Context: an optimization exercise on an open-source flow, tuned for small area. The choices shown serve that exercise and are no tape-out recipe. In this exercise RTL edits were held to simulation tests only and were not proved equivalent to the original. Power and IR drop assume default switching activity.

==> module top_mac_bfusion, before the edit <==
module top_mac_bfusion (clk, rst, accu_rst, a, w, config_aw, z);
	input               clk, rst, accu_rst;
	input        [31:0] a;
	input        [31:0] w;
	input         [2:0] config_aw;
	output reg   [19:0] z;
	wire [15:0] p;
	bf_prod prod (.a(a), .w(w), .cfg(config_aw), .p(p));
	reg [15:0] m1, m2;
	reg        rst_d, clr;
	wire        m011   = ~config_aw[2] & config_aw[0];
	wire [19:0] addend = {{4{m2[15]}}, m2[15:12], m011 ? m2[13:2] : m2[11:0]};
	wire [20:0] cy;
	wire [19:0] sum;
	assign cy[0] = 1'b0;
	genvar i;
	generate for (i = 0; i < 20; i = i + 1) begin : acc
		assign sum[i]  = z[i] ^ addend[i] ^ cy[i];
		assign cy[i+1] = (z[i] & addend[i]) | (cy[i] & (z[i] ^ addend[i]));
	end endgenerate
	always @(posedge clk) begin
		m1    <= p;
		m2    <= m1;
		rst_d <= rst;
		clr   <= rst | accu_rst | rst_d;
		z     <= clr ? 20'd0 : sum;
	end
endmodule
clock: 10.0 ns
lec_check: 0
cap_margin: 5
core_margin: 2
core_utilization: 60
cts_buf_list: sky130_fd_sc_hd__clkbuf_8
gpl_routability_driven: 0
gpl_timing_driven: 0
slew_margin: 5
standard.sh (not shown) runs the stock make flow with config.mk's settings and CLKGATE_MAP_FILE= SYNTH_SCRIPT=/design/flow/synth_recipe.tcl, a recipe that flattens the netlist after the stock synthesis.
==> flow/flow/run.sh <==
#!/bin/bash
# Standard ORFS layout with three changes, none of which touches the registers:
#  1. after the standard synthesis the full adders are re-polarised to drop
#     inverters between them (fixpol.py);
#  2. the remaining plain logic is mapped again by ABC for area (reabc.py);
#  3. ports are buffered with the smallest buffer, and the clock tree is
#     built without dummy loads.
set -euo pipefail
W=$PWD
R=$W/orfs/results/${FLOW_PLATFORM}/top_mac_bfusion/base
LIB=$FLOW_HOME/platforms/${FLOW_PLATFORM}/lib/sky130_fd_sc_hd__tt_025C_1v80.lib
YOSYS=$FLOW_HOME/../tools/install/yosys/bin/yosys
[ -x "$YOSYS" ] || YOSYS=yosys
export BUFFER_PORTS_ARGS="-buffer_cell sky130_fd_sc_hd__buf_1"
export CTS_ARGS="-sink_clustering_enable -repair_clock_nets -buf_list sky130_fd_sc_hd__clkbuf_8 -dont_use_dummy_load"
bash standard.sh "$R/1_2_yosys.v" > synth.log 2>&1
cp "$R/1_2_yosys.v" "$W/1_2_yosys.std.v"
python3 flow/fixpol.py "$R/1_2_yosys.v" --free-logic > fixpol.log 2>&1
mkdir -p "$W/reabc"
python3 flow/reabc.py "$LIB" "$R/1_2_yosys.v" "$W/reabc/mid.v" > reabc_py.log 2>&1
printf 'strash\n&get -n\n&st\n&dch -f\n&nf -R 1000\n&put\ntopo\n' > "$W/reabc/area.script"
cat > "$W/reabc/r.ys" <<EOT
read_liberty -lib $LIB
read_verilog $W/reabc/mid.v
hierarchy -top $FLOW_TOP
proc; opt -fast; techmap; opt -fast
abc -liberty $LIB -script $W/reabc/area.script -dont_use *probe* -dont_use *lpflow* -dont_use *clkdly* -dont_use *dlygate* -dont_use *dlymetal*
opt_clean -purge
hilomap -singleton -hicell sky130_fd_sc_hd__conb_1 HI -locell sky130_fd_sc_hd__conb_1 LO
setundef -zero
splitnets
opt_clean -purge
write_verilog -noattr -noexpr -nohex -nodec $W/reabc/out.v
EOT
"$YOSYS" -l reabc_yosys.log -q "$W/reabc/r.ys" > /dev/null 2>&1
cp "$W/reabc/out.v" "$R/1_2_yosys.v"
python3 flow/fixpol.py "$R/1_2_yosys.v" > fixpol2.log 2>&1
bash standard.sh > layout.log 2>&1
Other scripts of this flow, unchanged in this note and not shown: flow/flow/fixpol.py, flow/flow/reabc.py
==> next run, changes <==
--- a/flow/design.v
+++ b/flow/design.v
@@ -8,8 +8,8 @@
 	bf_prod prod (.a(a), .w(w), .cfg(config_aw), .p(p));
 	reg [15:0] m1, m2;
 	reg        rst_d, clr;
-	wire        m011   = ~config_aw[2] & config_aw[0];
-	wire [19:0] addend = {{4{m2[15]}}, m2[15:12], m011 ? m2[13:2] : m2[11:0]};
+	reg         m011_q;
+	wire [19:0] addend = {{4{m2[15]}}, m2[15:12], m011_q ? m2[13:2] : m2[11:0]};
 	wire [20:0] cy;
 	wire [19:0] sum;
 	assign cy[0] = 1'b0;
@@ -21,6 +21,7 @@
 	always @(posedge clk) begin
 		m1    <= p;
 		m2    <= m1;
+		m011_q <= ~config_aw[2] & config_aw[0];
 		rst_d <= rst;
 		clr   <= rst | accu_rst | rst_d;
 		z     <= clr ? 20'd0 : sum;
Outcome: The changed run completed with no timing, DRC or antenna violations; clock power hardly moves; register-to-register slack loses 0.72 ns; sequential power went up slightly; via count is lower slightly; combinational power is about the same.

-- afterwards: timing with drivers on the ports --
The results above use ideal ports. As a check the final layouts listed here were re-extracted and re-timed, cells and wires unchanged. Step 1 assumes that a clkbuf_16 drives the clock port and a buf_2 every other input. Step 2 also shifts input and output timing later by t, the mid clock arrival at the registers, as if the neighbouring blocks saw the same clock. a / b / c = ideal ports / drivers / drivers and shift; a / b = the first two.
run | shift t [ns] | setup slack, ns | worst slew at a driven data input, ns
the first run | 0.320 | 0.245 / 0.231 / -0.089 | 0.06
the second run | 0.319 | 0.226 / 0.227 / -0.091 | 0.04
With both steps, setup timing fails in the first run and the second run, where it was met with ideal ports. For the first run, which loses most, drivers alone change the setup slack by -0.014 ns; drivers and shift together by -0.334 ns.
